Source: an optimization exercise on an open RTL-to-GDS flow (aim: small area and a short achievable clock period). Production flows keep margins and buffers that such runs may drop. Only simulation tests tie the RTL to the original design; equivalence was not proved.

tundra:
## sig_altmult_add
module sig_altmult_add
(
	input signed [15:0] dataa, datab, datac, datad,
	input 		clock, aclr,
	output reg 	[32:0] result
);
export LEC_CHECK = 0
export CAP_MARGIN = 20
export CORE_MARGIN = 2
export CORE_UTILIZATION = 40
export CTS_BUF_LIST = sky130_fd_sc_hd__clkbuf_16
export CTS_CLUSTER_DIAMETER = 100
export CTS_CLUSTER_SIZE = 28
export SETUP_SLACK_MARGIN = 4.1
export SLEW_MARGIN = 20
create_clock -name core_clock -period 7.0 [get_ports {clock}]
standard.sh (not shown) runs the stock make flow with config.mk's settings and CLKGATE_MAP_FILE= SYNTH_SCRIPT=/design/flow/synth_recipe.tcl, a recipe that flattens the netlist after the stock synthesis.
==> flow/flow/run.sh <==
#!/bin/bash
set -uo pipefail
here=$(pwd)
bash standard.sh "SYNTH_ARGS=-noabc" \
  "BUFFER_PORTS_ARGS=-buffer_cell sky130_fd_sc_hd__buf_1" \
  "POST_FLOORPLAN_TCL=$here/flow/upsize.tcl" finish > run_make.log 2>&1
status=$?
tail -20 run_make.log
exit $status
==> flow/flow/upsize.tcl <==
foreach inst [get_cells -quiet {a_r* c_r* m0_* m1_*}] {
  if {[get_property [get_lib_cells -of_objects $inst] name] == "sky130_fd_sc_hd__dfxtp_1"} {
    replace_cell $inst sky130_fd_sc_hd__dfxtp_4
  }
}
For xenon, these inputs were changed with respect to tundra:
diff --git a/flow/config.mk b/flow/config.mk
--- a/flow/config.mk
+++ b/flow/config.mk
@@ -14 +14,2 @@
-export SETUP_SLACK_MARGIN = 4.1
+export PLACE_DENSITY = 0.8
+export SETUP_SLACK_MARGIN = 3.95
Number of buffers inserted by post-CTS setup repair (higher): tundra
Between tundra and xenon, the met3 capacity usage during global routing is lower for tundra.
Going from tundra to xenon, sequential portion of the cell area rose 0.95 points; post-synthesis share of cell area spent on full adders, half adders and majority gates about even; fmax fell 1.3%.
tundra ended up with met4 as its highest routed metal layer; xenon ended up with met5.
The global router's overall resource usage reported for xenon is smaller than that of tundra by 0.33 points.
From tundra to xenon the numbers moved as follows: design area -710 µm²; critical path depth +1; area growth from synthesis to final layout -4.3 points.
Inputs modified between xenon and indigo:
diff --git a/flow/config.mk b/flow/config.mk
--- a/flow/config.mk
+++ b/flow/config.mk
@@ -14 +14 @@
-export PLACE_DENSITY = 0.8
+export GPL_ROUTABILITY_DRIVEN = 0
Findings:
For xenon and indigo, there was not a single run that failed to finish clean.
Summary of indigo over xenon: floorplan die area held; final-layout clock buffer total held.
Routed via count: indigo vs xenon down 210
Higher number of non-clock buffers among xenon and indigo: xenon
indigo: number of CTS-inserted buffers 1 above xenon
The initial antenna violation count in indigo sits 1 below the value recorded for xenon.
The pre-CTS worst setup slack in indigo was lower than what xenon gave.
In indigo relative to xenon, post-DP HPWL had gone up slightly.
On final critical-path setup slack, xenon and indigo are neck and neck.
## Diff of input files: cedar against indigo
diff --git a/flow/config.mk b/flow/config.mk
--- a/flow/config.mk
+++ b/flow/config.mk
@@ -14 +13,0 @@
-export GPL_ROUTABILITY_DRIVEN = 0
==> comparison <==
~same clock skew in cedar and indigo. Proportion of synthesized area in mux cells: indigo vs cedar identical. Comparing indigo against cedar, there is no change at all in reported max-cap violation count. Post-route cell area across cedar and indigo: no real change. Routed wirelength normalized by instance count went up slightly going from indigo to cedar.
Input changes introduced in juniper (baseline for comparison: cedar):
diff --git a/flow/config.mk b/flow/config.mk
--- a/flow/config.mk
+++ b/flow/config.mk
@@ -11,3 +11,3 @@
-export CTS_BUF_LIST = sky130_fd_sc_hd__clkbuf_16
-export CTS_CLUSTER_DIAMETER = 100
-export CTS_CLUSTER_SIZE = 28
+export CTS_BUF_LIST = sky130_fd_sc_hd__clkbuf_8
+export CTS_CLUSTER_DIAMETER = 60
+export CTS_CLUSTER_SIZE = 16
### Flow results
juniper | status: complete | timing, DRC, antenna: pass. juniper vs. cedar: data required time at the worst endpoint went up by 0.09 ns. Relative to cedar, worst setup slack has gone up in juniper. Compared juniper against cedar; area of the multi-input gates within noise. Compared with cedar, in juniper sum of routed wire length over all layers saw little to no change.

-- separate check: timing with driven ports --
How much do the figures lean on ideal ports? The routed layouts below were timed once more, with nothing changed but the port constraints.
Step 1: set_driving_cell puts a clkbuf_16 on clock and a buf_2 on each other input, an assumption about the parent block.
Step 2 times the ports against the registers' clock, not the clock port: input delays grow and output delays shrink by t, the midpoint of the rising clock arrivals with the driver on.
a / b / c = no drivers / after step 1 / after step 2; a / b = the first two.
| run | t, ns | setup slack, ns | hold slack, ns | worst register clock-pin slew, ns | worst data-port slew with drivers (ns) |
|---|---|---|---|---|---|
| tundra | 0.545 | 4.041 / 4.041 / 4.041 | 0.360 / 0.360 / 0.360 | 0.11 / 0.11 | 0.05 |
| xenon | 0.544 | 4.003 / 4.003 / 4.003 | 0.358 / 0.358 / 0.358 | 0.11 / 0.11 | 0.07 |
| indigo | 0.546 | 4.001 / 4.001 / 4.001 | 0.365 / 0.365 / 0.365 | 0.11 / 0.11 | 0.05 |
| cedar | 0.546 | 4.040 / 4.040 / 4.040 | 0.361 / 0.361 / 0.361 | 0.11 / 0.11 | 0.05 |
| juniper | 0.644 | 4.045 / 4.045 / 4.045 | 0.355 / 0.355 / 0.355 | 0.09 / 0.09 | 0.05 |
After both steps setup and hold are still met in every run listed.
